Background: an optimization exercise with open tools, aiming at small area. Do not read the settings as production practice.
Function was checked by simulation only, so behaviour that the tests miss may differ from the original.
No activity file was given, so power comes from the tool's default toggle rates.

--- flow/config.mk ---
export PLATFORM = sky130hd
export DESIGN_NAME = video_output_ctrl
export DESIGN_NICKNAME = video_output_ctrl
export VERILOG_FILES = /design/flow/design.v
export SDC_FILE = /design/flow/constraint.sdc
export NUM_CORES = 4
export LEC_CHECK = 0
export CAP_MARGIN = 20
export CORE_MARGIN = 2
export CORE_UTILIZATION = 40
export SLEW_MARGIN = 20
--- flow/constraint.sdc ---
create_clock -name core_clock -period 6.0 [get_ports {clk_pix}]
set_input_delay 1.2000 -clock core_clock [delete_from_list [all_inputs] [get_ports {clk_pix}]]
set_output_delay 1.2000 -clock core_clock [all_outputs]
set_load 0.01 [all_outputs]
--- flow/design.v ---
module tmds_pre_encoder #(
	parameter GAIN6 = 1      
) (
	input  [5:0] a,
	output [8:0] qm,
	output [3:0] m
);
	wire [8:0] p = GAIN6 ? {a, 2'b0} + {1'b0, a, 1'b0} : {1'b0, a, 2'b0};
	wire [7:0] v = p[8] ? 8'hFF : p[7:0];
	wire [7:0] x;
	assign x[0] = v[0];
	genvar i;
	generate for (i = 1; i < 8; i = i + 1) begin : g_x
		assign x[i] = v[i] ^ x[i-1];
	end endgenerate
	wire [3:0] nv = v[0] + v[1] + v[2] + v[3] + v[4] + v[5] + v[6] + v[7];
	wire sel = nv > 4 || (nv == 4 && v[0] == 0);
	assign qm = {~sel, x ^ {4{sel, 1'b0}}};
	assign m = 4'd2 - qm[0] - qm[1] - qm[2] - qm[3] - qm[4] - qm[5] - qm[6] - qm[7];
endmodule
module vga_core (
	input  wire clk_i,
	input  wire rst_i,       
	output wire de_o,
	output wire vsync_o,
	output wire hsync_o
);
	reg [9:0] h, v;
	wire hend = h[9] & h[8] & h[4] & h[3] & h[2] & h[1] & h[0];       
	wire vend = v[9] & v[3] & v[2];                                   
	always @(posedge clk_i) begin
		if (rst_i || hend) h <= 10'd0;
		else h <= h + 10'd1;
		if (rst_i || (hend && vend)) v <= 10'd0;
		else v <= v + {9'd0, hend};
	end
	assign de_o = ~(h[9] & (h[8] | h[7])) & ~(v[9] | (v[8] & v[7] & v[6] & v[5]));
	assign hsync_o = ~(h[9] & ~h[8] & h[7] & (h[6] | h[5] | h[4]) & ~(h[6] & h[5] & h[4]));
	assign vsync_o = ~(v[8] & v[7] & v[6] & v[5] & ~v[4] & v[3] & ~v[2] & v[1]);
endmodule
module TMDS_encoder (
	input  wire       i_clk,
	input  wire       i_cnt_en,    
	input  wire [8:0] i_qm,
	input  wire [3:0] i_m,
	input  wire       i_c0,
	input  wire       i_c1,
	input  wire       i_de,
	output wire [9:0] o_data
);
	reg  [3:0] cnt;
	wire inv = (cnt == 4'd0 || i_m == 4'd0) ? ~i_qm[8]
	         : ~(cnt[3] ^ (~i_m[3] & (i_m[1] | i_m[0])));
	assign o_data = i_de ? {inv, i_qm[8], i_qm[7:0] ^ {8{inv}}}
	                     : {~(i_c1 ^ i_c0), ~i_c0, 8'h54 ^ {8{i_c0}}};
	always @(posedge i_clk) begin
		if (!i_cnt_en)
			cnt <= 4'd0;
		else
			cnt <= cnt + (i_m ^ {4{~inv}}) + {3'd0, i_qm[8]};
	end
endmodule
module video_output_ctrl (
	input clk_pix,
	input RST_N,
	input[23:0] RGB_data_in,
	input RGB_in_valid,
	output pixel_request,
	output hsync_s, vsync_s,
	output [9:0] tmds_r, tmds_g, tmds_b
);
	reg vreg, g1, g2;
	reg sh;                  
	reg qz, qz3;             
	reg de1, hs1, vs1;       
	reg cnt_en;
	reg [5:0] s1r, s1g, s1b, s2r, s2g, s2b, ar, ag, ab;
	wire de, hs, vs;
	wire load = g2 & ~qz;
	always @(posedge clk_pix) begin
		vreg <= RGB_in_valid;
		g1 <= vreg;
		g2 <= g1;
		s1r <= RGB_data_in[23:18];
		s1g <= RGB_data_in[15:10];
		s1b <= RGB_data_in[7:2];
		s2r <= s1r;
		s2g <= s1g;
		s2b <= s1b;
		ar <= load ? s2r : 6'd0;
		ag <= load ? s2g : 6'd0;
		ab <= load ? s2b : 6'd0;
		sh <= RST_N & (sh | RGB_in_valid);
		qz <= ~(RST_N & sh);
		qz3 <= qz;
		de1 <= de;
		hs1 <= hs;
		vs1 <= vs;
		cnt_en <= RST_N & de;
	end
	vga_core vga_inst (.clk_i(clk_pix), .rst_i(qz), .de_o(de), .vsync_o(vs), .hsync_o(hs));
	assign pixel_request = de;
	assign hsync_s = hs;
	assign vsync_s = vs;
	wire [8:0] qr, qg, qb;
	wire [3:0] nr, ng, nb;
	tmds_pre_encoder #(.GAIN6(1)) dr (.a(ar), .qm(qr), .m(nr));
	tmds_pre_encoder #(.GAIN6(0)) dg (.a(ag), .qm(qg), .m(ng));
	tmds_pre_encoder #(.GAIN6(1)) db (.a(ab), .qm(qb), .m(nb));
	TMDS_encoder encod_blue (.i_clk(clk_pix), .i_cnt_en(cnt_en), .i_de(de1),
		.i_qm({qb[8] & ~qz3, qb[7:0]}), .i_m(nb), .i_c0(hs1), .i_c1(vs1), .o_data(tmds_b));
	TMDS_encoder encod_green (.i_clk(clk_pix), .i_cnt_en(cnt_en), .i_de(de1),
		.i_qm({qg[8] & ~qz3, qg[7:0]}), .i_m(ng), .i_c0(1'b0), .i_c1(1'b0), .o_data(tmds_g));
	TMDS_encoder encod_red (.i_clk(clk_pix), .i_cnt_en(cnt_en), .i_de(de1),
		.i_qm({qr[8] & ~qz3, qr[7:0]}), .i_m(nr), .i_c0(1'b0), .i_c1(1'b0), .o_data(tmds_r));
endmodule
--- flow/flow/run.sh ---
#!/bin/bash
# Own layout flow: the standard layout (standard.sh) with
#  - synthesis through flow/synth.tcl: abc maps the logic with the
#    area-oriented script flow/area.abc; registers are mapped as in the
#    standard synthesis,
#  - port buffers of sky130_fd_sc_hd__buf_1,
#  - a clock tree of sky130_fd_sc_hd__clkbuf_8 without dummy loads.
# make's full output goes to flow_make.log in the work folder; ORFS keeps each
# step's own log under orfs/logs/.
set -euo pipefail
W=$(pwd)
export MY_ABC_SCRIPT=$W/flow/area.abc
bash standard.sh SYNTH_SCRIPT=$W/flow/synth.tcl \
  "BUFFER_PORTS_ARGS=-buffer_cell sky130_fd_sc_hd__buf_1" \
  "CTS_ARGS=-sink_clustering_enable -repair_clock_nets -dont_use_dummy_load -buf_list sky130_fd_sc_hd__clkbuf_8 -root_buf sky130_fd_sc_hd__clkbuf_8 -tree_buf sky130_fd_sc_hd__clkbuf_8" \
  finish > $W/flow_make.log 2>&1
--- flow/flow/area.abc ---
strash; &get -n; &deepsyn -T 60; &put; dch -f; amap; topo; stime
--- flow/flow/synth.tcl ---
# synth_recipe.tcl (the standard synthesis) with two changes: abc maps the logic
# with the area script in flow/area.abc instead of ORFS's speed script, and
# adders are left to abc instead of being mapped to ha/fa cells first.
# Registers are mapped by dfflibmap before abc, exactly as in the standard
# synthesis, so their names and cells are unchanged.
proc synth {args} { yosys synth -nofsm -noshare {*}$args }
proc abc {args} {
  set i [lsearch -exact $args -script]
  if {$i >= 0} {
    set args [lreplace $args $i [expr {$i + 1}] -script $::env(MY_ABC_SCRIPT)]
  }
  yosys abc {*}$args
}
unset -nocomplain ::env(ADDER_MAP_FILE)
source $::env(SCRIPTS_DIR)/synth.tcl
# left out here: clear keep_hierarchy, flatten, clean up, hide names made inside functions, write 1_2_yosys.v
--- flow/standard.sh ---
#!/bin/bash
# synth_recipe.tcl (not shown) runs the flow's synth.tcl, then flattens the netlist and writes it again
# the make line also repeats each setting of config.mk as NAME=value (left out here)
make -C /OpenROAD-flow-scripts/flow DESIGN_CONFIG=/design/flow/config.mk WORK_HOME=/design/flow/orfs CLKGATE_MAP_FILE= SYNTH_SCRIPT=/design/flow/synth_recipe.tcl "${@:-finish}"
==> results of run 1 <==
==> critical path, delay by kind of cell, from the launching register on <==
kind	cells	cell delay (ps)
compound gates	16	2050
flops	1	400
simple gates	12	1310
buf+inv	11	1220
==> worst paths after layout <==
check	start	to	slack, ps
worst min register to register	s1b[2]	s2b[2]	310
worst max register to register	ar[2]	encod_red.cnt[2]	230
worst min-delay path	s1b[2]	s2b[2]	310
worst max-delay path	ab[2]	tmds_b[5]	-530
==> cell families after synthesis <==
family,Yosys count,synth area share (%)
compound gates,179,24.5
buf+inv,67,5.98
flops,96,45.7
simple gates,228,23.8
==> layout make-up <==
cell class / instances / area (um^2) / area share (%)
Tap cell: 136 / 170 / 2.48
Inverter: 67 / 305 / 4.45
Clock buffer: 9 / 124 / 1.80
Timing Repair Buffer: 217 / 1520 / 22.2
Multi-Input combinational cell: 407 / 2800 / 40.8
Sequential cell: 96 / 1940 / 28.3
==> repair_timing <==
item / 4_1_cts / 5_1_grt
gates resized for setup: 79 / 97
setup buffers: 82 / 19
endpoints found under the setup margin: 27 / 32
pin swaps: 46 / 35
hold buffers: 0 / 0
cloned: 0 / 0
==> metal layers <==
| metal | part of all wire (%) | vias up | wire, um |
|---|---|---|---|
| met3 | 4.0 | 24 | 507 |
| met5 | 0 | - | 0 |
| met2 | 52 | 134 | 6590 |
| met1 | 42 | 2249 | 5400 |
| met4 | 2.0 | 0 | 254 |
| li1 | - | 2436 | - |
==> per-stage QoR <==
stage / utilization, % / hold slack (ps) / power [mW]
floorplan: - / 310 / 1.45
global route: 66.8 / 326 / 2.72
finish: 66.8 / 314 / 2.55
CTS: 62.9 / 321 / 2.38
detailed placement: 53.5 / 312 / 1.82
global placement: 53.5 / 310 / 1.79
==> flip-flops by register name, summed over array words and instances (netlist names), 4 cells and up <==
signal	count
vga_inst.h	10
s2g	6
s2r	6
vga_inst.v	10
s1r	6
ag	6
s1b	6
encod_red.cnt	4
s1g	6
ar	6
ab	6
encod_blue.cnt	4
encod_green.cnt	4
s2b	6
==> synthesized netlist by cell type, drive strengths merged <==
master / n
a221oi: 1
o21a: 6
nand4b: 2
a21oi: 49
o221ai: 1
nand4: 1
nor4b: 1
o22ai: 30
nor2b: 22
and3: 2
o211a: 1
nor2: 99
and2: 4
nor3: 21
or2: 4
o32ai: 1
a22oi: 2
a31oi: 7
o311ai: 1
nand2b: 1
a32oi: 2
nand3: 4
nand2: 62
a41oi: 1
o21ai: 63
a211oi: 11
clkinv: 67
dfxtp: 96
o211ai: 2
nor4: 4
nand3b: 1
o41ai: 1
==> power by group <==
part | internal (mW) | switching [mW]
clock | 0.135 | 0.179
combinational | 0.726 | 0.776
sequential | 0.692 | 0.0447
total | 1.55 | 0.999
==> impl_metrics.json, run 1 <==
{
  "run_status": "finished with violations",
  "violatedChecks": "setup timing",
  "vias": 4843,
  "synth.avg_cell_area_um2": 7.38,
  "worst_slack_ps": -534,
  "clkTransAtPathRegs_ps": 90,
  "track_usage_pct": 21.1,
  "top_usage_layer": "met2",
  "area_delta_synth_final_pct": 63.3,
  "synth_fp_nets": 597,
  "clk_latency_ps": 350,
  "skew_ps": 20.6,
  "layout_commonest_cell": "buf_4",
  "syn_inst": 570,
  "core-area_um2": 10300,
  "rsz0062_at_grt": "true",
  "port_buffers": 53,
  "use_met3_pct": 2.88,
  "max_slew_margin_pct": 47.1,
  "use_met1_pct": 25.7,
  "ant_nets": 0,
  "dp_slack_ps": -170,
  "ys_types": 32,
  "cp_max_fo": 7,
  "setup_viol": 18,
  "postPlaceCellArea_um2": 5500,
  "ys_ff_latch": 96,
  "cap_violations": 0,
  "worst_setup_path_start_kind": "flip-flop",
  "power.density_nw_per_um2": 372,
  "fin_nets": 825,
  "worst_ep_arrival_time_ps": 5330,
  "cp-end-kind": "primary output",
  "cts_tree": "done",
  "num_rows": 37,
  "layout_common_cells": "buf_4, dfxtp_1, nor2_1",
  "yosysSeqAreaShare_pct": 45.7,
  "dp_hpwl_mm": 7.82,
  "clockRootBuffer": "clkbuf_8",
  "diodes": 0,
  "max_freq_mhz": 153,
  "cp_common_cell": "clkinv_2",
  "path_class": "reg -> out",
  "min_period_over_period_pct": 109,
  "drt-pass1-iter-count": 4,
  "drive_gt1_share_pct": 43.6,
  "die_area_um2": 11300,
  "slew_viol_final": 0,
  "grt_pass1_wl_mm": 19.6,
  "hold_violations": 0,
  "die_h_um": 107,
  "fin_cells": 932,
  "grt_antenna_before_repair": 0,
  "grt_max_degree": 19,
  "ys.warnings.count": 3,
  "wl_per_cell_um": 13.7,
  "critPathSlowestCell": "dfxtp_4",
  "grt_pass1_vias": 4510,
  "p_leak_nw": 2.77,
  "cts_sinks": 96,
  "drc": 0,
  "placed_cells": 836,
  "setup-tns-final_ps": -7100,
  "hold_depth": 0,
  "floorplan.initialDensity_pct": 40.9,
  "finalInstanceArea_um2": 6860,
  "fillers": 830,
  "synthTopCellsByArea": "dfxtp_1, nor2_1, o21ai_0, clkinv_1, a21oi_1",
  "cp.required_ps": 4800,
  "ios": 60,
  "htree_levels": 3,
  "gr-usage-met2_pct": 37.1,
  "hp-class": "reg -> reg",
  "cpPeakStageDelay_ps": 400,
  "drt_iter0_markers": 241,
  "grt_overflow": 0,
  "chipWidth_um": 107,
  "place.gp.congestion": 0.880,
  "vdd_drop_max_mv": 0.263,
  "synth_top_cell_by_area": "dfxtp_1",
  "wl_mm": 12.8,
  "synth_top_area_share_pct": 45.7,
  "clockBufferDepth": 2,
  "netlist_area_um2": 4200,
  "tightest_slew_ps": 794,
  "cts_buffers": 9,
  "r2r_cells": 43,
  "layout_min_cycle_time_ps": 6530,
  "viasPerCell": 5.20
}
==> run 2: changes to the inputs <==
--- a/flow/design.v
+++ b/flow/design.v
@@ -40,24 +40,27 @@
 endmodule
 module TMDS_encoder (
 	input  wire       i_clk,
-	input  wire       i_cnt_en,    
+	input  wire       i_rst_n,
 	input  wire [8:0] i_qm,
 	input  wire [3:0] i_m,
 	input  wire       i_c0,
 	input  wire       i_c1,
 	input  wire       i_de,
-	output wire [9:0] o_data
+	output reg  [9:0] o_data
 );
 	reg  [3:0] cnt;
 	wire inv = (cnt == 4'd0 || i_m == 4'd0) ? ~i_qm[8]
 	         : ~(cnt[3] ^ (~i_m[3] & (i_m[1] | i_m[0])));
-	assign o_data = i_de ? {inv, i_qm[8], i_qm[7:0] ^ {8{inv}}}
-	                     : {~(i_c1 ^ i_c0), ~i_c0, 8'h54 ^ {8{i_c0}}};
 	always @(posedge i_clk) begin
-		if (!i_cnt_en)
+		if (!i_de) begin
+			o_data <= {~(i_c1 ^ i_c0), ~i_c0, 8'h54 ^ {8{i_c0}}};
 			cnt <= 4'd0;
-		else
+		end else begin
+			o_data <= {inv, i_qm[8], i_qm[7:0] ^ {8{inv}}};
 			cnt <= cnt + (i_m ^ {4{~inv}}) + {3'd0, i_qm[8]};
+		end
+		if (!i_rst_n)
+			cnt <= 4'd0;
 	end
 endmodule
 module video_output_ctrl (
@@ -71,46 +74,35 @@
 );
 	reg vreg, g1, g2;
 	reg sh;                  
-	reg qz, qz3;             
-	reg de1, hs1, vs1;       
-	reg cnt_en;
-	reg [5:0] s1r, s1g, s1b, s2r, s2g, s2b, ar, ag, ab;
-	wire de, hs, vs;
-	wire load = g2 & ~qz;
+	reg qz;                  
+	reg [5:0] s1r, s1g, s1b, s2r, s2g, s2b;
 	always @(posedge clk_pix) begin
 		vreg <= RGB_in_valid;
 		g1 <= vreg;
-		g2 <= g1;
+		g2 <= g1 & RST_N & sh;
 		s1r <= RGB_data_in[23:18];
 		s1g <= RGB_data_in[15:10];
 		s1b <= RGB_data_in[7:2];
 		s2r <= s1r;
 		s2g <= s1g;
 		s2b <= s1b;
-		ar <= load ? s2r : 6'd0;
-		ag <= load ? s2g : 6'd0;
-		ab <= load ? s2b : 6'd0;
 		sh <= RST_N & (sh | RGB_in_valid);
 		qz <= ~(RST_N & sh);
-		qz3 <= qz;
-		de1 <= de;
-		hs1 <= hs;
-		vs1 <= vs;
-		cnt_en <= RST_N & de;
 	end
+	wire de, hs, vs;
 	vga_core vga_inst (.clk_i(clk_pix), .rst_i(qz), .de_o(de), .vsync_o(vs), .hsync_o(hs));
 	assign pixel_request = de;
 	assign hsync_s = hs;
 	assign vsync_s = vs;
 	wire [8:0] qr, qg, qb;
-	wire [3:0] nr, ng, nb;
-	tmds_pre_encoder #(.GAIN6(1)) dr (.a(ar), .qm(qr), .m(nr));
-	tmds_pre_encoder #(.GAIN6(0)) dg (.a(ag), .qm(qg), .m(ng));
-	tmds_pre_encoder #(.GAIN6(1)) db (.a(ab), .qm(qb), .m(nb));
-	TMDS_encoder encod_blue (.i_clk(clk_pix), .i_cnt_en(cnt_en), .i_de(de1),
-		.i_qm({qb[8] & ~qz3, qb[7:0]}), .i_m(nb), .i_c0(hs1), .i_c1(vs1), .o_data(tmds_b));
-	TMDS_encoder encod_green (.i_clk(clk_pix), .i_cnt_en(cnt_en), .i_de(de1),
-		.i_qm({qg[8] & ~qz3, qg[7:0]}), .i_m(ng), .i_c0(1'b0), .i_c1(1'b0), .o_data(tmds_g));
-	TMDS_encoder encod_red (.i_clk(clk_pix), .i_cnt_en(cnt_en), .i_de(de1),
-		.i_qm({qr[8] & ~qz3, qr[7:0]}), .i_m(nr), .i_c0(1'b0), .i_c1(1'b0), .o_data(tmds_r));
+	wire [3:0] mr, mg, mb;
+	tmds_pre_encoder #(.GAIN6(1)) dr (.a(g2 ? s2r : 6'd0), .qm(qr), .m(mr));
+	tmds_pre_encoder #(.GAIN6(0)) dg (.a(g2 ? s2g : 6'd0), .qm(qg), .m(mg));
+	tmds_pre_encoder #(.GAIN6(1)) db (.a(g2 ? s2b : 6'd0), .qm(qb), .m(mb));
+	TMDS_encoder encod_blue (.i_clk(clk_pix), .i_rst_n(RST_N), .i_de(de),
+		.i_qm({qb[8] & ~qz, qb[7:0]}), .i_m(mb), .i_c0(hs), .i_c1(vs), .o_data(tmds_b));
+	TMDS_encoder encod_green (.i_clk(clk_pix), .i_rst_n(RST_N), .i_de(de),
+		.i_qm({qg[8] & ~qz, qg[7:0]}), .i_m(mg), .i_c0(1'b0), .i_c1(1'b0), .o_data(tmds_g));
+	TMDS_encoder encod_red (.i_clk(clk_pix), .i_rst_n(RST_N), .i_de(de),
+		.i_qm({qr[8] & ~qz, qr[7:0]}), .i_m(mr), .i_c0(1'b0), .i_c1(1'b0), .o_data(tmds_r));
 endmodule
==> flow/flow/area.abc (replaced) <==
strash; &get -n; &deepsyn -T 60; &put; dch -f; amap; topo; buffer -p; upsize -D 4500; dnsize -D 4500; stime
==> impl_metrics.json, run 2 <==
{
  "run_status": "finished clean",
  "tightest_slew_ps": 652,
  "ys_async_sr_fraction_pct": 0,
  "cp-end-kind": "flip-flop",
  "core-area_um2": 10300,
  "holdPathEnd": "g1",
  "synth_common_cells": "nor2_1, dfxtp_1, inv_1",
  "wl_per_cell_um": 11.6,
  "netlist_area_um2": 4240,
  "port_buffers": 53,
  "synth.avg_cell_area_um2": 7.58,
  "area_delta_synth_final_pct": 12.9,
  "hp-class": "reg -> reg",
  "cpPeakStageDelay_ps": 490,
  "setup-tns-final_ps": 0,
  "setup_viol": 0,
  "cts_resized": 0,
  "yosysSeqAreaShare_pct": 48.6,
  "ys.warnings.count": 3,
  "path_class": "reg -> reg",
  "cts_buffers": 9,
  "worstHoldStart": "vreg",
  "cap_violations": 0,
  "worst_ep_arrival_time_ps": 5650,
  "hold_depth": 0,
  "clk_latency_ps": 360,
  "vdd_drop_max_mv": 0.219,
  "slew_viol_final": 0,
  "ant_nets": 0,
  "grt_max_degree": 17,
  "syn_inst": 560,
  "cp_max_fo": 7,
  "floorplan.initialDensity_pct": 41.1,
  "synthMostInstantiatedCell": "nor2_1",
  "post_cts_buffers": 0,
  "synthTopCellsByArea": "dfxtp_1, nor2_1, inv_1, o21ai_0, a21oi_1",
  "clockBufferDepth": 2,
  "drive_gt1_share_pct": 4.20,
  "worst_setup_path_start_kind": "flip-flop",
  "clkTransAtPathRegs_ps": 90,
  "min_period_over_period_pct": 89.3,
  "max_freq_mhz": 187,
  "grt_overflow": 0,
  "grt_pass1_wl_mm": 15.0,
  "synth_edf_count": 0,
  "layout_min_cycle_time_ps": 5360,
  "r2r_cells": 30,
  "htree_levels": 3,
  "timing.rr.end": "encod_green.cnt[3]",
  "diodes": 0,
  "cts_tree": "done",
  "synth_top_area_share_pct": 48.6,
  "hold-worst-slack_ps": 317,
  "drc": 0,
  "chipWidth_um": 107,
  "viasPerCell": 5.04,
  "fillers": 1067,
  "clockRootBuffer": "clkbuf_8",
  "utilization_pct": 46.4,
  "vias": 3806,
  "fin_nets": 648,
  "drt_iter0_markers": 168,
  "grt_antenna_before_repair": 0,
  "place.gp.congestion": 0.857,
  "grt_pass1_vias": 3545,
  "max_slew_margin_pct": 56.3,
  "power.density_nw_per_um2": 404,
  "ys_ff_latch": 103,
  "p_leak_nw": 1.92,
  "hold_buffers": 0,
  "track_usage_pct": 16.1,
  "cp.required_ps": 6290,
  "hold_violations": 0,
  "drt-pass1-iter-count": 4,
  "layout_commonest_cell": "nor2_1",
  "dp_hpwl_mm": 6.61,
  "ios": 60,
  "die_area_um2": 11500,
  "skew_ps": 25.8,
  "critPathSlowestCell": "a311oi_2",
  "cp_common_cell": "inv_1",
  "wl_mm": 8.77,
  "synth_top_cell_by_area": "dfxtp_1",
  "placed_cells": 746,
  "ys_types": 36,
  "synthFlopType": "dfxtp_1",
  "power_mw": 1.94,
  "layout_common_cells": "nor2_1, dfxtp_1, inv_1",
  "synth_fp_nets": 587,
  "rrSetupSlack_ps": 640,
  "die_h_um": 107,
  "regToRegStartpoint": "s2g[1]",
  "fin_cells": 755,
  "cts_sinks": 103,
  "num_rows": 37
}
[run 2: report_power, final]
group | internal (mW) | switching, mW | total, mW
registers | 0.839 | 0.0630 | 0.902
logic | 0.249 | 0.457 | 0.706
clock network | 0.135 | 0.196 | 0.330
[run 2: through the flow]
stage / worst slack [ps] / area (um^2)
3_5_place_dp: 337 / 4610
2_1_floorplan: 1330 / 4240
6_report: 642 / 4790
5_1_grt: -19.6 / 4790
4_1_cts: 295 / 4740
3_3_place_gp: 452 / 4610
[run 2: worst max path at each step]
stage,end,slack [ps],from
final,encod_green.cnt[3],640,s2g[1]
after detailed placement,encod_blue.cnt[2],340,s2b[1]
after floorplan,encod_blue.cnt[3],1330,s2b[1]
after CTS,encod_blue.cnt[2],290,s2b[1]
after global routing,encod_red.cnt[2],-20,s2r[1]
after global placement,encod_blue.cnt[3],450,s2b[1]
[run 2: routing by layer]
layer	vias to the layer above	wire length, um	track usage, %
li1	2032	-	-
met1	1691	4110	19.1
met2	69	4140	27.9
met3	14	389	4.44
met4	0	133	5.38
met5	-	0	0
[run 2: area by class of cell]
cell class	instances	area, um^2	share of cell area [%]
sequential	103	2060	43.0
multi-input combinational	376	1930	40.4
inverter	75	282	5.87
timing repair buffer	56	221	4.62
tap	136	170	3.55
clock buffer	9	124	2.58
[run 2: worst max-delay path, delay by kind of cell, from the launching register on]
family / cells / cell delay, ps
AO/OA/AOI/OAI: 16 / 3470
buffers and inverters: 7 / 790
AND/OR/NAND/NOR: 7 / 630
flip-flops: 1 / 400
[run 2: cell families after synthesis]
logic type	after synthesis	share of synthesized area, %
simple gates	206	20.5
flops	103	48.6
compound gates	170	23.8
buf+inv	81	7.16
==> run 3: changes to the inputs <==
--- a/flow/design.v
+++ b/flow/design.v
@@ -51,13 +51,15 @@
 	reg  [3:0] cnt;
 	wire inv = (cnt == 4'd0 || i_m == 4'd0) ? ~i_qm[8]
 	         : ~(cnt[3] ^ (~i_m[3] & (i_m[1] | i_m[0])));
+	wire [3:0] cnt_i = cnt + i_m + {3'd0, i_qm[8]};
+	wire [3:0] cnt_n = cnt + ~i_m + {3'd0, i_qm[8]};
 	always @(posedge i_clk) begin
 		if (!i_de) begin
 			o_data <= {~(i_c1 ^ i_c0), ~i_c0, 8'h54 ^ {8{i_c0}}};
 			cnt <= 4'd0;
 		end else begin
 			o_data <= {inv, i_qm[8], i_qm[7:0] ^ {8{inv}}};
-			cnt <= cnt + (i_m ^ {4{~inv}}) + {3'd0, i_qm[8]};
+			cnt <= inv ? cnt_i : cnt_n;
 		end
 		if (!i_rst_n)
 			cnt <= 4'd0;
==> flow/flow/run.sh (replaced) <==
#!/bin/bash
# Own layout flow: the standard layout (standard.sh) with
#  - synthesis through flow/synth.tcl: abc maps the logic with the
#    area-oriented script flow/area.abc (best of several &deepsyn seeds);
#    registers are mapped as in the standard synthesis,
#  - port buffers of sky130_fd_sc_hd__buf_1,
#  - a clock tree of sky130_fd_sc_hd__clkbuf_8 without dummy loads.
# make's full output goes to flow_make.log in the work folder; ORFS keeps each
# step's own log under orfs/logs/.
set -euo pipefail
W=$(pwd)
export MY_ABC_SCRIPT=$W/flow/area.abc
export MY_ABC_SEEDS="1 2 3 4"
bash standard.sh SYNTH_SCRIPT=$W/flow/synth.tcl \
  "BUFFER_PORTS_ARGS=-buffer_cell sky130_fd_sc_hd__buf_1" \
  "CTS_ARGS=-sink_clustering_enable -repair_clock_nets -dont_use_dummy_load -buf_list sky130_fd_sc_hd__clkbuf_8 -root_buf sky130_fd_sc_hd__clkbuf_8 -tree_buf sky130_fd_sc_hd__clkbuf_8" \
  finish > $W/flow_make.log 2>&1
==> flow/flow/area.abc (replaced) <==
strash; &get -n; &deepsyn -T 40 -S @SEED@; &put; dch -f; amap; topo; buffer -p; upsize -D 4500; dnsize -D 4500; stime
==> flow/flow/synth.tcl (replaced) <==
# synth_recipe.tcl (the standard synthesis) with two changes: abc maps the logic
# with the area-oriented script flow/area.abc instead of ORFS's speed script,
# trying several random seeds of its &deepsyn step and keeping the smallest
# result; and adders are left to abc instead of being mapped to ha/fa cells
# first. Registers are mapped by dfflibmap before abc, exactly as in the
# standard synthesis, so their names and cells are unchanged.
proc synth {args} { yosys synth -nofsm -noshare {*}$args }
proc abc {args} {
  set i [lsearch -exact $args -script]
  if {$i < 0} { yosys abc {*}$args; return }
  set template [read [open $::env(MY_ABC_SCRIPT) r]]
  set lib [lindex $::env(LIB_FILES) 0]
  yosys design -save my_pre_abc
  set best -1
  foreach seed $::env(MY_ABC_SEEDS) {
    yosys design -load my_pre_abc
    set f $::env(RESULTS_DIR)/abc_seed$seed.script
    set fh [open $f w]
    puts $fh [string map [list @SEED@ $seed] $template]
    close $fh
    yosys abc {*}[lreplace $args $i [expr {$i + 1}] -script $f]
    yosys tee -q -o $::env(RESULTS_DIR)/abc_seed$seed.stat stat -liberty $lib
    set fh [open $::env(RESULTS_DIR)/abc_seed$seed.stat r]
    set area -1
    foreach line [split [read $fh] "\n"] {
      if {[regexp {Chip area for module .*: ([0-9.]+)} $line -> a]} { set area $a }
    }
    close $fh
    puts "abc seed $seed: area $area"
    if {$area > 0 && ($best < 0 || $area < $best)} {
      set best $area
      yosys design -save my_best_abc
    }
  }
  puts "abc: keeping area $best"
  yosys design -load my_best_abc
}
unset -nocomplain ::env(ADDER_MAP_FILE)
source $::env(SCRIPTS_DIR)/synth.tcl
# left out here: clear keep_hierarchy, flatten, clean up, hide names made inside functions, write 1_2_yosys.v
==> impl_metrics.json, run 3 <==
{
  "max_slew_margin_pct": 59.6,
  "die_h_um": 107,
  "ys_ff_latch": 103,
  "layout_min_cycle_time_ps": 5290,
  "slew_viol_final": 0,
  "syn_inst": 564,
  "synthFlopType": "dfxtp_1",
  "wl_mm": 8.93,
  "synthTopCellsByArea": "dfxtp_1, nor2_1, inv_1, o21ai_0, a21oi_1",
  "hold_violations": 0,
  "grt_antenna_before_repair": 0,
  "synth.avg_cell_area_um2": 7.52,
  "place.gp.congestion": 0.903,
  "rsz0062_at_grt": "false",
  "finalInstanceArea_um2": 4780,
  "clockBufferDepth": 2,
  "num_rows": 37,
  "setup_viol": 0,
  "wl_per_cell_um": 11.7,
  "area_delta_synth_final_pct": 12.7,
  "drt-pass1-iter-count": 5,
  "clockRootBuffer": "clkbuf_8",
  "grt_pass1_wl_mm": 15.4,
  "port_buffers": 53,
  "core-area_um2": 10300,
  "cts_buffers": 9,
  "min_period_over_period_pct": 88.2,
  "cp-end-kind": "flip-flop",
  "grt_pass1_vias": 3573,
  "power.density_nw_per_um2": 397,
  "tightest_slew_ps": 604,
  "fin_nets": 656,
  "synthMostInstantiatedCell": "nor2_1",
  "vdd_drop_max_mv": 0.167,
  "track_usage_pct": 16.5,
  "drc": 0,
  "yosysSeqAreaShare_pct": 48.6,
  "drt_iter0_markers": 189,
  "clk_latency_ps": 360,
  "run_status": "finished clean",
  "htree_levels": 3,
  "layout_commonest_cell": "nor2_1",
  "ys_types": 36,
  "setup-tns-final_ps": 0,
  "hold_buffers": 0,
  "chipWidth_um": 107,
  "p_leak_nw": 1.98,
  "grt_overflow": 0,
  "cp_max_fo": 5,
  "die_area_um2": 11500,
  "cp.required_ps": 6260,
  "cap_violations": 0,
  "diodes": 0,
  "ant_nets": 0,
  "path_class": "reg -> reg",
  "ios": 60,
  "synth_fp_nets": 591,
  "cts_sinks": 103,
  "postPlaceCellArea_um2": 4630,
  "max_freq_mhz": 189,
  "netlist_area_um2": 4240,
  "floorplan.initialDensity_pct": 41.1,
  "grt_max_degree": 17,
  "synth_top_area_share_pct": 48.6,
  "worst_ep_arrival_time_ps": 5550,
  "cts_tree": "done",
  "vias": 3918,
  "viasPerCell": 5.13,
  "hp-class": "reg -> reg",
  "drive_gt1_share_pct": 3.35,
  "skew_ps": 20.0,
  "synth_common_cells": "nor2_1, dfxtp_1, inv_1",
  "ys.warnings.count": 3,
  "dp_hpwl_mm": 6.81,
  "layout_common_cells": "nor2_1, dfxtp_1, inv_1",
  "cts_resized": 0,
  "post_cts_buffers": 0,
  "synth_edf_count": 0,
  "clkTransAtPathRegs_ps": 90,
  "worst_setup_path_start_kind": "flip-flop",
  "ys_async_sr_fraction_pct": 0,
  "synth_top_cell_by_area": "dfxtp_1"
}
run 3: cell count changes after synthesis, sizes merged, moves of 4 or more:
cell | before | now
inv | 75 | 79
a21oi | 44 | 40
nand2 | 44 | 53
clkbuf | 6 | 2
a31oi | 8 | 4
o21ai | 51 | 56
run 3: worst max-delay path, cell delays in order (launching register included):
cell	delay (ps)
dfxtp_1	410
inv_1	100
nor2_1	130
nor2_1	90
o21ai_0	240
nor2_1	70
a21oi_1	230
inv_1	110
o221ai_1	330
nor2_1	90
a21oi_1	310
o21ai_0	200
o21ai_0	390
inv_1	110
a32oi_1	200
nand2_1	90
nand2_1	110
nand2_1	90
o21ai_0	300
a22oi_1	140
o21ai_0	320
nor2_1	70
o21ai_0	250
nor2_1	100
a21oi_1	160
a21oi_1	100
or3_1	360
o21ai_0	100
run 3: metal layers:
metal  GRT usage [%]  wire length (um)  vias to the layer above
li1                -                 -                     2054
met5               0                 0                        -
met3            3.77               444                       12
met4            5.66               118                        0
met1            19.8              3970                     1762
met2            28.8              4390                       90
run 3: layout make-up:
type,count,area [um^2]
tap,136,170
inverter,80,300
timing repair buffer,56,221
sequential,103,2060
multi-input combinational,379,1900
fill,1056,5540
clock buffer,9,124
run 3: per-stage QoR:
step / std cells / total power [mW] / setup slack, ps / util (%) / hold slack, ps
2_1_floorplan: 564 / 1.39 / 1390 / - / 310
3_3_place_gp: 754 / 1.56 / 600 / 44.8 / 311
3_5_place_dp: 754 / 1.57 / 523 / 44.8 / 312
4_1_cts: 763 / 1.91 / 484 / 46.0 / 313
5_1_grt: 763 / 2.06 / 9.15 / 46.3 / 326
6_report: 763 / 1.90 / 711 / 46.3 / 310
run 3: kinds of logic (layout without fill, tap and decap cells):
| group | after synthesis | after routing | share of synthesized area, % |
|---|---|---|---|
| flip-flops | 103 | 103 | 48.6 |
| buffers and inverters | 82 | 145 | 7.25 |
| AND/OR/NAND/NOR | 214 | 214 | 21.0 |
| AO/OA/AOI/OAI | 165 | 165 | 23.2 |
run 3: path summary, 6_finish.rpt:
check / start / to / slack (ps) / cells after the start
worst max-delay path: s2b[1] / encod_blue.cnt[2] / 710 / 27
worst min-delay path: s1b[4] / s2b[4] / 310 / 0
worst max register to register: s2b[1] / encod_blue.cnt[2] / 710 / 27
worst min register to register: s1b[4] / s2b[4] / 310 / 0
run 3: power by group:
group          switching (mW)  internal, mW  total, mW
Clock                   0.199         0.135      0.334
Combinational           0.438         0.235      0.673
Sequential             0.0568         0.835      0.892
Total                   0.694          1.21       1.90
==> run 4: changes to the inputs <==
--- a/flow/design.v
+++ b/flow/design.v
@@ -16,7 +16,9 @@
 	wire [3:0] nv = v[0] + v[1] + v[2] + v[3] + v[4] + v[5] + v[6] + v[7];
 	wire sel = nv > 4 || (nv == 4 && v[0] == 0);
 	assign qm = {~sel, x ^ {4{sel, 1'b0}}};
-	assign m = 4'd2 - qm[0] - qm[1] - qm[2] - qm[3] - qm[4] - qm[5] - qm[6] - qm[7];
+	wire [2:0] ne = x[0] + x[2] + x[4] + x[6];
+	wire [2:0] no = x[1] + x[3] + x[5] + x[7];
+	assign m = 4'd2 - ne - (sel ? 4'd4 - no : {1'b0, no});
 endmodule
 module vga_core (
 	input  wire clk_i,
--- a/flow/flow/run.sh
+++ b/flow/flow/run.sh
@@ -10,7 +10,7 @@
 set -euo pipefail
 W=$(pwd)
 export MY_ABC_SCRIPT=$W/flow/area.abc
-export MY_ABC_SEEDS="1 2 3 4"
+export MY_ABC_SEEDS="1 2 3 4 5 6"
 bash standard.sh SYNTH_SCRIPT=$W/flow/synth.tcl \
   "BUFFER_PORTS_ARGS=-buffer_cell sky130_fd_sc_hd__buf_1" \
   "CTS_ARGS=-sink_clustering_enable -repair_clock_nets -dont_use_dummy_load -buf_list sky130_fd_sc_hd__clkbuf_8 -root_buf sky130_fd_sc_hd__clkbuf_8 -tree_buf sky130_fd_sc_hd__clkbuf_8" \
==> impl_metrics.json, run 4 <==
{
  "grt_antenna_before_repair": 0,
  "cpPeakStageDelay_ps": 350,
  "ys_ff_latch": 103,
  "viasPerCell": 5.14,
  "netlist_area_um2": 4200,
  "rrSetupSlack_ps": 640,
  "cp_max_fo": 6,
  "drt-pass1-iter-count": 5,
  "timing.rr.end": "encod_red.cnt[3]",
  "floorplan.initialDensity_pct": 41.0,
  "skew_ps": 17.9,
  "hold_buffers": 0,
  "synth.avg_cell_area_um2": 7.61,
  "grt_max_degree": 18,
  "critPathSlowestCell": "dfxtp_1",
  "layout_min_cycle_time_ps": 5360,
  "ys_types": 40,
  "power.density_nw_per_um2": 410,
  "hp-class": "reg -> reg",
  "syn_inst": 551,
  "drt_iter0_markers": 265,
  "hold_violations": 0,
  "regToRegStartpoint": "s2r[1]",
  "clockRootBuffer": "clkbuf_8",
  "chipWidth_um": 106,
  "cts_sinks": 103,
  "ant_nets": 0,
  "dp_hpwl_mm": 6.74,
  "crit_start": "s2r[1]",
  "cts_tree": "done",
  "synthTopCellsByArea": "dfxtp_1, nor2_1, inv_1, a21oi_1, o21ai_0",
  "layout_common_cells": "nor2_1, dfxtp_1, inv_1",
  "synth_top_area_share_pct": 49.2,
  "place.gp.congestion": 0.881,
  "die_area_um2": 11300,
  "synth_top_cell_by_area": "dfxtp_1",
  "ys.warnings.count": 3,
  "track_usage_pct": 16.7,
  "layout_commonest_cell": "nor2_1",
  "ys_async_sr_fraction_pct": 0,
  "synthMostInstantiatedCell": "nor2_1",
  "tightest_slew_ps": 690,
  "clk_latency_ps": 370,
  "utilization_pct": 46.3,
  "num_rows": 37,
  "clkTransAtPathRegs_ps": 80,
  "wl_mm": 8.91,
  "core-area_um2": 10200,
  "area_delta_synth_final_pct": 13.0,
  "setup_viol": 0,
  "htree_levels": 3,
  "vdd_drop_max_mv": 0.186,
  "cp.required_ps": 6250,
  "synthFlopType": "dfxtp_1",
  "slew_viol_final": 0,
  "fin_nets": 644,
  "grt_pass1_wl_mm": 15.1,
  "drive_gt1_share_pct": 4.23,
  "max_slew_margin_pct": 53.5,
  "fillers": 1025,
  "grt_pass1_vias": 3433,
  "max_freq_mhz": 187,
  "dp_slack_ps": 513,
  "drc": 0,
  "grt_overflow": 0,
  "synth_edf_count": 0,
  "r2r_cells": 40,
  "holdPathEnd": "s2b[4]",
  "synth_fp_nets": 578,
  "cp_common_cell": "nor2_1",
  "run_status": "finished clean",
  "min_period_over_period_pct": 89.3,
  "p_leak_nw": 1.97,
  "worst_setup_path_start_kind": "flip-flop",
  "synth_common_cells": "nor2_1, dfxtp_1, inv_1",
  "clockBufferDepth": 2,
  "cts_buffers": 9,
  "diodes": 0,
  "cp-end-kind": "flip-flop",
  "worst_ep_arrival_time_ps": 5610,
  "die_h_um": 106,
  "yosysSeqAreaShare_pct": 49.2,
  "worstHoldStart": "s1b[4]",
  "hold_depth": 0,
  "path_class": "reg -> reg",
  "vias": 3860,
  "wl_per_cell_um": 11.9,
  "ios": 60,
  "cap_violations": 0,
  "worst_slack_ps": 641,
  "port_buffers": 53
}
## run 4: changes by cell type in the layout (fill, tap and decap cells not counted), moves of 3 or more
cell,before,now
a211oi_1,11,8
a21oi_1,40,44
buf_4,3,6
inv_1,79,82
nand2_1,53,41
o21ai_0,53,45
o221ai_1,1,4
o41ai_1,3,0
or3_1,4,1
## run 4: timing repair
action,CTS,global route
endpoints found under the hold margin,0,0
endpoints found under the setup margin,0,3
gates resized for setup,0,5
buffers inserted,0,2
## run 4: routing by layer
layer	GRT usage, %	vias to the layer above	routed length [um]
met3	5.52	18	519
met1	21.4	1748	4270
met2	25.9	88	3900
li1	-	2006	-
met5	0	-	0
met4	6.59	0	214
## run 4: layout make-up
cell class	instances	area, um^2	share of cell area, %
sequential	103	2060	43.5
multi-input combinational	361	1830	38.6
inverter	83	312	6.57
timing repair buffer	59	244	5.15
tap	136	170	3.59
clock buffer	9	124	2.61
## run 4: through the flow
step	area (um^2)	power [mW]	setup TNS (ps)	hold WS (ps)	instances
final	4740	1.94	0	325	751
after global routing	4740	2.12	-136	334	751
after CTS	4700	1.94	0	325	749
after detailed placement	4580	1.60	0	312	740
after global placement	4580	1.58	0	310	740
after floorplan	4200	1.41	0	310	551
## run 4: worst max-delay path, delay by kind of cell, from the launching register on
family | cells | cell delay [ps]
AND/OR/NAND/NOR | 14 | 1650
AO/OA/AOI/OAI | 16 | 2090
buffers and inverters | 10 | 1140
flip-flops | 1 | 350
## run 4: worst max-delay path by stage
stage / to / cells past startpoint / slack [ps]
after CTS: encod_red.cnt[3] / 41 / 480
after global routing: encod_red.cnt[3] / 41 / -70
after floorplan: encod_red.cnt[2] / 39 / 1190
final: encod_red.cnt[3] / 40 / 640
after detailed placement: encod_red.cnt[3] / 41 / 510
after global placement: encod_red.cnt[2] / 41 / 590
## run 4: cells by family (layout without fill, tap and decap cells)
family,after synthesis,in the layout,share of synthesized area (%)
buffers and inverters,87,151,7.78
AO/OA/AOI/OAI,159,159,22.8
flip-flops,103,103,49.2
AND/OR/NAND/NOR,202,202,20.3
## run 4: power by group
group	total (mW)	internal, mW	switching [mW]
clock network	0.331	0.135	0.196
logic	0.705	0.252	0.453
registers	0.907	0.838	0.0685
total	1.94	1.22	0.718
==> run 5: changes to the inputs <==
--- a/flow/flow/run.sh
+++ b/flow/flow/run.sh
@@ -1,7 +1,7 @@
 #!/bin/bash
 # Own layout flow: the standard layout (standard.sh) with
 #  - synthesis through flow/synth.tcl: abc maps the logic with the
-#    area-oriented script flow/area.abc (best of several &deepsyn seeds);
+#    area-oriented script flow/area*.abc (best of several &deepsyn seeds);
 #    registers are mapped as in the standard synthesis,
 #  - port buffers of sky130_fd_sc_hd__buf_1,
 #  - a clock tree of sky130_fd_sc_hd__clkbuf_8 without dummy loads.
@@ -9,7 +9,7 @@
 # step's own log under orfs/logs/.
 set -euo pipefail
 W=$(pwd)
-export MY_ABC_SCRIPT=$W/flow/area.abc
+export MY_ABC_SCRIPTS="$W/flow/area.abc $W/flow/area2.abc"
 export MY_ABC_SEEDS="1 2 3 4 5 6"
 bash standard.sh SYNTH_SCRIPT=$W/flow/synth.tcl \
   "BUFFER_PORTS_ARGS=-buffer_cell sky130_fd_sc_hd__buf_1" \
==> flow/flow/area2.abc (new file) <==
strash; &get -n; &deepsyn -T 40 -S @SEED@; &put; dc2; dch -f; amap; topo; buffer -p; upsize -D 4500; dnsize -D 4500; stime
==> flow/flow/synth.tcl (replaced) <==
# synth_recipe.tcl (the standard synthesis) with two changes: abc maps the logic
# with the area-oriented scripts flow/area*.abc instead of ORFS's speed script,
# trying each with several random seeds of its &deepsyn step and keeping the
# smallest result; and adders are left to abc instead of being mapped to ha/fa cells
# first. Registers are mapped by dfflibmap before abc, exactly as in the
# standard synthesis, so their names and cells are unchanged.
proc synth {args} { yosys synth -nofsm -noshare {*}$args }
proc abc {args} {
  set i [lsearch -exact $args -script]
  if {$i < 0} { yosys abc {*}$args; return }
  set lib [lindex $::env(LIB_FILES) 0]
  yosys design -save my_pre_abc
  set best -1
  set k 0
  foreach script $::env(MY_ABC_SCRIPTS) {
  set template [read [open $script r]]
  foreach seed $::env(MY_ABC_SEEDS) {
    incr k
    yosys design -load my_pre_abc
    set f $::env(RESULTS_DIR)/abc_try$k.script
    set fh [open $f w]
    puts $fh [string map [list @SEED@ $seed] $template]
    close $fh
    yosys abc {*}[lreplace $args $i [expr {$i + 1}] -script $f]
    yosys tee -q -o $::env(RESULTS_DIR)/abc_try$k.stat stat -liberty $lib
    set fh [open $::env(RESULTS_DIR)/abc_try$k.stat r]
    set area -1
    foreach line [split [read $fh] "\n"] {
      if {[regexp {Chip area for module .*: ([0-9.]+)} $line -> a]} { set area $a }
    }
    close $fh
    puts "abc [file tail $script] seed $seed: area $area"
    if {$area > 0 && ($best < 0 || $area < $best)} {
      set best $area
      yosys design -save my_best_abc
    }
  }
  }
  puts "abc: keeping area $best"
  yosys design -load my_best_abc
}
unset -nocomplain ::env(ADDER_MAP_FILE)
source $::env(SCRIPTS_DIR)/synth.tcl
# left out here: clear keep_hierarchy, flatten, clean up, hide names made inside functions, write 1_2_yosys.v
==> impl_metrics.json, run 5 <==
{
  "run_status": "finished clean",
  "synth_fp_nets": 574,
  "place.gp.congestion": 0.874,
  "synthTopCellsByArea": "dfxtp_1, nor2_1, inv_1, a21oi_1, nand2_1",
  "max_slew_margin_pct": 54.3,
  "synthMostInstantiatedCell": "nor2_1",
  "ant_nets": 0,
  "synth_common_cells": "nor2_1, dfxtp_1, inv_1",
  "synthFlopType": "dfxtp_1",
  "clockBufferDepth": 2,
  "die_h_um": 106,
  "rsz0062_at_grt": "false",
  "setup-tns-final_ps": 0,
  "power.density_nw_per_um2": 410,
  "grt_antenna_before_repair": 0,
  "chipWidth_um": 106,
  "die_area_um2": 11300,
  "p_leak_nw": 1.92,
  "netlist_area_um2": 4170,
  "fin_nets": 640,
  "drive_gt1_share_pct": 4.26,
  "clockRootBuffer": "clkbuf_8",
  "htree_levels": 3,
  "path_class": "reg -> reg",
  "track_usage_pct": 16.1,
  "floorplan.initialDensity_pct": 40.8,
  "ys_ff_latch": 103,
  "area_delta_synth_final_pct": 13.4,
  "skew_ps": 27.5,
  "synth_top_cell_by_area": "dfxtp_1",
  "grt_max_degree": 19,
  "worst_setup_path_start_kind": "flip-flop",
  "drc": 0,
  "synth_edf_count": 0,
  "synth_top_area_share_pct": 49.4,
  "cp-end-kind": "flip-flop",
  "cts_tree": "done",
  "min_period_over_period_pct": 87.9,
  "wl_per_cell_um": 11.6,
  "wl_mm": 8.64,
  "hold_buffers": 0,
  "cp.required_ps": 6230,
  "ys.warnings.count": 3,
  "slew_viol_final": 0,
  "layout_common_cells": "nor2_1, dfxtp_1, inv_1",
  "hp-class": "reg -> reg",
  "cpPeakStageDelay_ps": 410,
  "ios": 60,
  "tightest_slew_ps": 684,
  "ys_async_sr_fraction_pct": 0,
  "ys_types": 35,
  "utilization_pct": 46.2,
  "num_rows": 37,
  "yosysSeqAreaShare_pct": 49.4,
  "cts_sinks": 103,
  "hold_violations": 0,
  "cts_buffers": 9,
  "setup_viol": 0,
  "vdd_drop_max_mv": 0.149,
  "grt_pass1_vias": 3457,
  "port_buffers": 53,
  "synth.avg_cell_area_um2": 7.62,
  "max_freq_mhz": 190,
  "syn_inst": 547,
  "worst_ep_arrival_time_ps": 5510,
  "dp_hpwl_mm": 6.65,
  "clk_latency_ps": 370,
  "drt-pass1-iter-count": 5,
  "core-area_um2": 10200,
  "drt_iter0_markers": 140,
  "viasPerCell": 5.07,
  "grt_overflow": 0,
  "clkTransAtPathRegs_ps": 90,
  "cp_max_fo": 6,
  "vias": 3788,
  "cap_violations": 0,
  "layout_min_cycle_time_ps": 5270,
  "layout_commonest_cell": "nor2_1",
  "critPathSlowestCell": "o41ai_2",
  "cp_common_cell": "nor2_1",
  "diodes": 0,
  "grt_pass1_wl_mm": 14.7
}
## run 5: cell types whose count changed after synthesis, sizes merged, moves of 3 or more
cell	previous run	this run
a211oi	8	14
a21oi	46	53
inv	82	72
nand2	41	53
nand3	6	3
nor3	23	17
nor4	2	5
o21ai	48	42
o22ai	29	25
## run 5: worst paths after layout
check / from / to / slack (ps) / cells past startpoint
max: s2r[2] / encod_red.cnt[2] / 730 / 34
min: s1g[1] / s2g[1] / 330 / 0
max reg2reg: s2r[2] / encod_red.cnt[2] / 730 / 34
min reg2reg: s1g[1] / s2g[1] / 330 / 0
## run 5: where the power goes
part           internal (mW)  leakage (nW)  switching, mW
Sequential             0.838         0.860         0.0582
Clock                  0.135        0.0647          0.197
Combinational          0.254         0.997          0.459
## run 5: area by class of cell
| class | instances | area [um^2] |
|---|---|---|
| Sequential cell | 103 | 2060 |
| Fill cell | 1051 | 5500 |
| Timing Repair Buffer | 59 | 244 |
| Clock buffer | 9 | 124 |
| Tap cell | 136 | 170 |
| Multi-Input combinational cell | 368 | 1860 |
| Inverter | 72 | 270 |
## run 5: through the flow
step	power [mW]	std cells	instance area, um^2	hold slack (ps)	setup slack (ps)
after floorplan	1.43	547	4170	310	1360
after global placement	1.60	737	4570	311	686
after detailed placement	1.61	737	4570	313	520
after CTS	1.95	746	4690	331	472
after global routing	2.11	747	4730	335	9.87
final	1.94	747	4730	329	726
## run 5: layer usage
metal,up-vias,part of all wire (%),track usage [%]
li1,2001,-,-
met1,1696,46,19.5
met2,80,48,28.3
met3,11,3.8,2.51
met4,0,1.5,6.67
met5,-,0,0
## run 5: cell families after synthesis
| group | Yosys count | share of synthesized area, % |
|---|---|---|
| and+or+nand+nor | 204 | 20.0 |
| buffers and inverters | 76 | 6.84 |
| AOI/OAI and AO/OA | 163 | 23.6 |
| DFF | 103 | 49.4 |
| xor gates and xnor gates | 1 | 0.210 |
## run 5: worst max-delay path, delay by kind of cell (launching register included)
kind	cells	cell delay, ps
AO/OA/AOI/OAI	17	3000
buffers and inverters	5	580
flip-flops	1	400
AND/OR/NAND/NOR	12	1160
## run 5: timing repair
item	in CTS	in global routing
endpoints found under the setup margin	0	2
gates resized for setup	0	7
setup buffers	0	1
==> run 6: changes to the inputs <==
--- a/flow/config.mk
+++ b/flow/config.mk
@@ -7,5 +7,5 @@
 export LEC_CHECK = 0
 export CAP_MARGIN = 20
 export CORE_MARGIN = 2
-export CORE_UTILIZATION = 40
+export CORE_UTILIZATION = 55
 export SLEW_MARGIN = 20
==> impl_metrics.json, run 6 <==
{
  "port_buffers": 53,
  "drt_iter0_markers": 152,
  "vias": 3845,
  "grt_max_degree": 19,
  "clockRootBuffer": "clkbuf_8",
  "clk_latency_ps": 360,
  "place.gp.congestion": 0.856,
  "postPlaceCellArea_um2": 4520,
  "hold_buffers": 0,
  "wl_mm": 8.59,
  "finalInstanceArea_um2": 4660,
  "area_delta_synth_final_pct": 11.8,
  "fin_cells": 709,
  "ant_nets": 0,
  "syn_inst": 547,
  "synth_fp_nets": 574,
  "layout_min_cycle_time_ps": 5450,
  "clockBufferDepth": 2,
  "layout_commonest_cell": "nor2_1",
  "vdd_drop_max_mv": 0.233,
  "cp_common_cell": "nor2_1",
  "p_leak_nw": 1.91,
  "wl_per_cell_um": 12.1,
  "synth_common_cells": "nor2_1, dfxtp_1, inv_1",
  "setup_viol": 0,
  "fillers": 643,
  "cpPeakStageDelay_ps": 370,
  "grt_pass1_wl_mm": 14.3,
  "num_rows": 31,
  "hp-class": "reg -> reg",
  "netlist_area_um2": 4170,
  "yosysSeqAreaShare_pct": 49.4,
  "max_slew_margin_pct": 62.1,
  "ys.warnings.count": 3,
  "hold-worst-slack_ps": 321,
  "synth_top_area_share_pct": 49.4,
  "synthMostInstantiatedCell": "nor2_1",
  "cts_buffers": 9,
  "diodes": 0,
  "power.density_nw_per_um2": 415,
  "ys_ff_latch": 103,
  "synth_top_cell_by_area": "dfxtp_1",
  "grt_pass1_vias": 3457,
  "die_area_um2": 8290,
  "cap_violations": 0,
  "grt_antenna_before_repair": 0,
  "synth_edf_count": 0,
  "worst_setup_path_start_kind": "flip-flop",
  "drt-pass1-iter-count": 5,
  "cts_sinks": 103,
  "ios": 60,
  "worst_ep_arrival_time_ps": 5660,
  "drive_gt1_share_pct": 3.61,
  "min_period_over_period_pct": 90.8,
  "floorplan.initialDensity_pct": 57.2,
  "ys_types": 35,
  "path_class": "reg -> reg",
  "skew_ps": 26.9,
  "die_h_um": 91.1,
  "run_status": "finished clean",
  "synth.avg_cell_area_um2": 7.62,
  "fin_nets": 639,
  "clkTransAtPathRegs_ps": 80,
  "synthTopCellsByArea": "dfxtp_1, nor2_1, inv_1, a21oi_1, nand2_1",
  "placed_cells": 700,
  "cp-end-kind": "flip-flop",
  "track_usage_pct": 20.9,
  "tightest_slew_ps": 565,
  "critPathSlowestCell": "dfxtp_1",
  "ys_async_sr_fraction_pct": 0,
  "viasPerCell": 5.42,
  "hold_violations": 0,
  "core-area_um2": 7290,
  "grt_overflow": 0,
  "slew_viol_final": 0,
  "chipWidth_um": 91.1,
  "max_freq_mhz": 184,
  "multi_input_area_um2": 1850,
  "dp_hpwl_mm": 6.48,
  "layout_common_cells": "nor2_1, dfxtp_1, inv_1",
  "htree_levels": 3,
  "drc": 0,
  "cp_max_fo": 6,
  "cp.required_ps": 6220,
  "cts_tree": "done",
  "synthFlopType": "dfxtp_1",
  "seq_area_um2": 2060,
  "post_cts_buffers": 0
}
run 6: cell counts after synthesis:
Identical to the previous run, type by type.
run 6: worst paths after layout:
check	start	slack, ps	endpoint	depth (start not counted)
min	s1b[2]	320	s2b[2]	0
max	s2r[1]	550	encod_red.cnt[3]	36
min reg2reg	s1b[2]	320	s2b[2]	0
max reg2reg	s2r[1]	550	encod_red.cnt[3]	36
run 6: timing repair:
action / CTS / global route
gates resized for setup: 0 / 4
endpoints found under the hold margin: 0 / 0
endpoints found under the setup margin: 0 / 2
run 6: per-layer routing:
layer | GRT usage [%] | routed length [um] | up-vias
met5 | 0 | 0 | -
met4 | 8.84 | 213 | 0
met3 | 4.65 | 319 | 25
met2 | 35.4 | 3950 | 87
met1 | 25.7 | 4100 | 1728
li1 | - | - | 2005
run 6: worst max-delay path, delay by kind of cell (launching register included):
family / cells / cell delay (ps)
flops: 1 / 370
simple gates: 14 / 1650
compound gates: 16 / 2590
buf+inv: 6 / 710
run 6: kinds of logic after synthesis:
| group | synth area share, % |
|---|---|
| simple gates | 20.0 |
| xor+xnor | 0.210 |
| buf+inv | 6.84 |
| flops | 49.4 |
| compound gates | 23.6 |
run 6: cell type report:
cell class | count | area share, %
Timing Repair Buffer | 58 | 5.07
Multi-Input combinational cell | 368 | 39.6
Sequential cell | 103 | 44.2
Clock buffer | 9 | 2.66
Tap cell | 99 | 2.66
Inverter | 72 | 5.80
run 6: report_power, final:
group / total (mW) / leakage [nW] / switching, mW / internal, mW
logic: 0.709 / 0.991 / 0.458 / 0.251
clock network: 0.326 / 0.0647 / 0.191 / 0.135
registers: 0.901 / 0.860 / 0.0625 / 0.839
run 6: through the flow:
stage	util (%)	setup slack [ps]	total power, mW	setup TNS, ps
global route	63.9	-61.3	2.09	-120
floorplan	-	1360	1.43	0
CTS	63.7	503	1.94	0
detailed placement	62.0	583	1.61	0
finish	63.9	553	1.94	0
global placement	62.0	712	1.59	0
==> run 7: changes to the inputs <==
--- a/flow/config.mk
+++ b/flow/config.mk
@@ -7,5 +7,6 @@
 export LEC_CHECK = 0
 export CAP_MARGIN = 20
 export CORE_MARGIN = 2
-export CORE_UTILIZATION = 55
+export CORE_UTILIZATION = 65
+export PLACE_DENSITY = 0.78
 export SLEW_MARGIN = 20
==> impl_metrics.json, run 7 <==
{
  "fillers": 514,
  "max_slew_margin_pct": 58.1,
  "num_rows": 29,
  "track_usage_pct": 24.1,
  "synth_top_family_by_area": "compound AO/OA/AOI/OAI gates",
  "run_status": "finished clean",
  "drt-pass1-iter-count": 5,
  "clockRootBuffer": "clkbuf_8",
  "layout_min_cycle_time_ps": 5360,
  "layout_commonest_cell": "nor2_1",
  "cp.required_ps": 6220,
  "tightest_slew_ps": 622,
  "cap_violations": 0,
  "htree_levels": 3,
  "diodes": 0,
  "cp-end-kind": "flip-flop",
  "hold-worst-slack_ps": 322,
  "r2r_cells": 36,
  "synth-simple-area-share_pct": 20.0,
  "synth_compound_area_share_pct": 23.6,
  "grt_antenna_before_repair": 0,
  "skew_ps": 23.4,
  "cts_sinks": 103,
  "floorplan.initialDensity_pct": 66.4,
  "finalInstanceArea_um2": 4640,
  "clkTransAtPathRegs_ps": 80,
  "ys_async_sr_fraction_pct": 0,
  "place.gp.congestion": 0.880,
  "cp_max_fo": 6,
  "dp_slack_ps": 558,
  "synth_common_cells": "nor2_1, dfxtp_1, inv_1",
  "cts_buffers": 9,
  "utilization_pct": 73.9,
  "hp-class": "reg -> reg",
  "slew_viol_final": 0,
  "path_class": "reg -> reg",
  "synth_fp_nets": 574,
  "drt_iter0_markers": 172,
  "critPathSlowestCell": "dfxtp_1",
  "setup-tns-final_ps": 0,
  "fin_nets": 640,
  "syn_inst": 547,
  "viasPerCell": 5.55,
  "yosysSeqAreaShare_pct": 49.4,
  "wl_mm": 8.39,
  "die_h_um": 84.1,
  "vdd_drop_max_mv": 0.287,
  "synth_edf_count": 0,
  "dp_hpwl_mm": 6.27,
  "synth.avg_cell_area_um2": 7.62,
  "min_period_over_period_pct": 89.4,
  "vias": 3821,
  "synth_top_area_share_pct": 49.4,
  "setup_viol": 0,
  "synth_top_cell_by_area": "dfxtp_1",
  "clockBufferDepth": 2,
  "worst_slack_ps": 638,
  "synthFlopType": "dfxtp_1",
  "synthTopCellsByArea": "dfxtp_1, nor2_1, inv_1, a21oi_1, nand2_1",
  "cpPeakStageDelay_ps": 330,
  "netlist_area_um2": 4170,
  "port_buffers": 53,
  "drc": 0,
  "drive_gt1_share_pct": 3.76,
  "ys.warnings.count": 3,
  "power.density_nw_per_um2": 417,
  "post_synth_fa_ha_maj_area_fraction_pct": 0,
  "grt_pass1_wl_mm": 14.1,
  "grt_max_degree": 18,
  "grt_overflow": 0,
  "worst_ep_arrival_time_ps": 5580,
  "cts_tree": "done",
  "clk_latency_ps": 360,
  "ios": 60,
  "synth_xor_area_share_pct": 0.210,
  "hold_violations": 0,
  "max_freq_mhz": 187,
  "ys_ff_latch": 103,
  "hold_depth": 0,
  "p_leak_nw": 1.92,
  "cp_common_cell": "nor2_1",
  "die_area_um2": 7070,
  "yosys-mux-area-fraction_pct": 0,
  "area_delta_synth_final_pct": 11.3,
  "synthMostInstantiatedCell": "nor2_1",
  "ys_types": 35,
  "worst_setup_path_start_kind": "flip-flop",
  "ant_nets": 0,
  "chipWidth_um": 84.1,
  "postPlaceCellArea_um2": 4490,
  "grt_pass1_vias": 3395,
  "core-area_um2": 6280,
  "layout_common_cells": "nor2_1, dfxtp_1, inv_1",
  "wl_per_cell_um": 12.2
}
-- run 7: cell counts after synthesis --
Identical to the previous run, type by type.
-- run 7: what timing repair did --
action	CTS	global route
hold buffers	0	0
setup endpoints to repair	0	2
buffers inserted	0	1
gates resized for setup	0	5
endpoints found under the hold margin	0	0
-- run 7: kinds of logic (layout without fill, tap and decap cells) --
family | count (synthesis) | in the layout
AO/OA/AOI/OAI | 163 | 163
XOR/XNOR | 1 | 1
buffers and inverters | 76 | 140
AND/OR/NAND/NOR | 204 | 204
flip-flops | 103 | 103
-- run 7: final timing paths --
kind                              from          endpoint  slack, ps
worst max-delay path            s2r[1]  encod_red.cnt[2]        640
worst min-delay path            s1r[3]            s2r[3]        320
worst max register to register  s2r[1]  encod_red.cnt[2]        640
worst min register to register  s1r[3]            s2r[3]        320
-- run 7: final cells by class --
type | count | area [um^2] | area share (%)
clock buffers | 9 | 124 | 2.67
inverters | 72 | 270 | 5.83
multi-input cells | 368 | 1840 | 39.7
flip-flops and latches | 103 | 2060 | 44.4
well taps | 77 | 96.3 | 2.08
repair buffers | 59 | 244 | 5.26
-- run 7: per-layer routing --
metal / vias up / global-route usage [%] / routed length [um]
met4: 0 / 5.28 / 83
met5: - / 0 / 0
met3: 13 / 6.43 / 476
li1: 1995 / - / -
met2: 103 / 42.4 / 4130
met1: 1710 / 29.5 / 3690
-- run 7: worst max-delay path: cells and delay by family (launching register included) --
kind	cells	cell delay [ps]
compound gates	16	2630
buf+inv	6	790
flops	1	330
simple gates	14	1490
-- run 7: where the power goes --
| part | internal, mW | leakage (nW) | switching [mW] |
|---|---|---|---|
| registers | 0.838 | 0.860 | 0.0613 |
| clock network | 0.135 | 0.0647 | 0.192 |
| logic | 0.251 | 0.992 | 0.455 |
-- run 7: metrics by stage --
stage / cells / total power, mW
floorplan: 547 / 1.43
global placement: 678 / 1.58
detailed placement: 678 / 1.61
CTS: 687 / 1.93
global route: 688 / 2.08
finish: 688 / 1.93

-- port drivers added, routing unchanged --
The results above use ideal ports. As a check the final layouts listed here were re-extracted and re-timed, cells and wires unchanged.
Step 1 assumes that a clkbuf_16 drives the clock port and a buf_2 every other input.
Step 2 moves the port delays by t, midway between the first and last clock arrival at a register: inputs arrive t later, outputs are due t later. That takes back most of the time a late clock gives input paths.
a / b / c = ideal ports / drivers / drivers and shift; a / b = the first two.
run | t, ns | setup WS [ns] | hold slack, ns | worst setup path at the end
run 1 | 0.371 | -0.534 / -0.566 / -0.194 | 0.314 / 0.314 / 0.314 | register to output
run 2 | 0.381 | 0.642 / 0.642 / 0.642 | 0.317 / 0.317 / 0.317 | register to register
run 3 | 0.380 | 0.711 / 0.711 / 0.711 | 0.310 / 0.310 / 0.310 | register to register
run 4 | 0.398 | 0.641 / 0.641 / 0.641 | 0.325 / 0.325 / 0.325 | register to register
run 5 | 0.386 | 0.726 / 0.726 / 0.726 | 0.329 / 0.329 / 0.329 | register to register
run 6 | 0.381 | 0.553 / 0.553 / 0.553 | 0.321 / 0.321 / 0.321 | register to register
run 7 | 0.377 | 0.638 / 0.638 / 0.638 | 0.322 / 0.322 / 0.322 | register to register
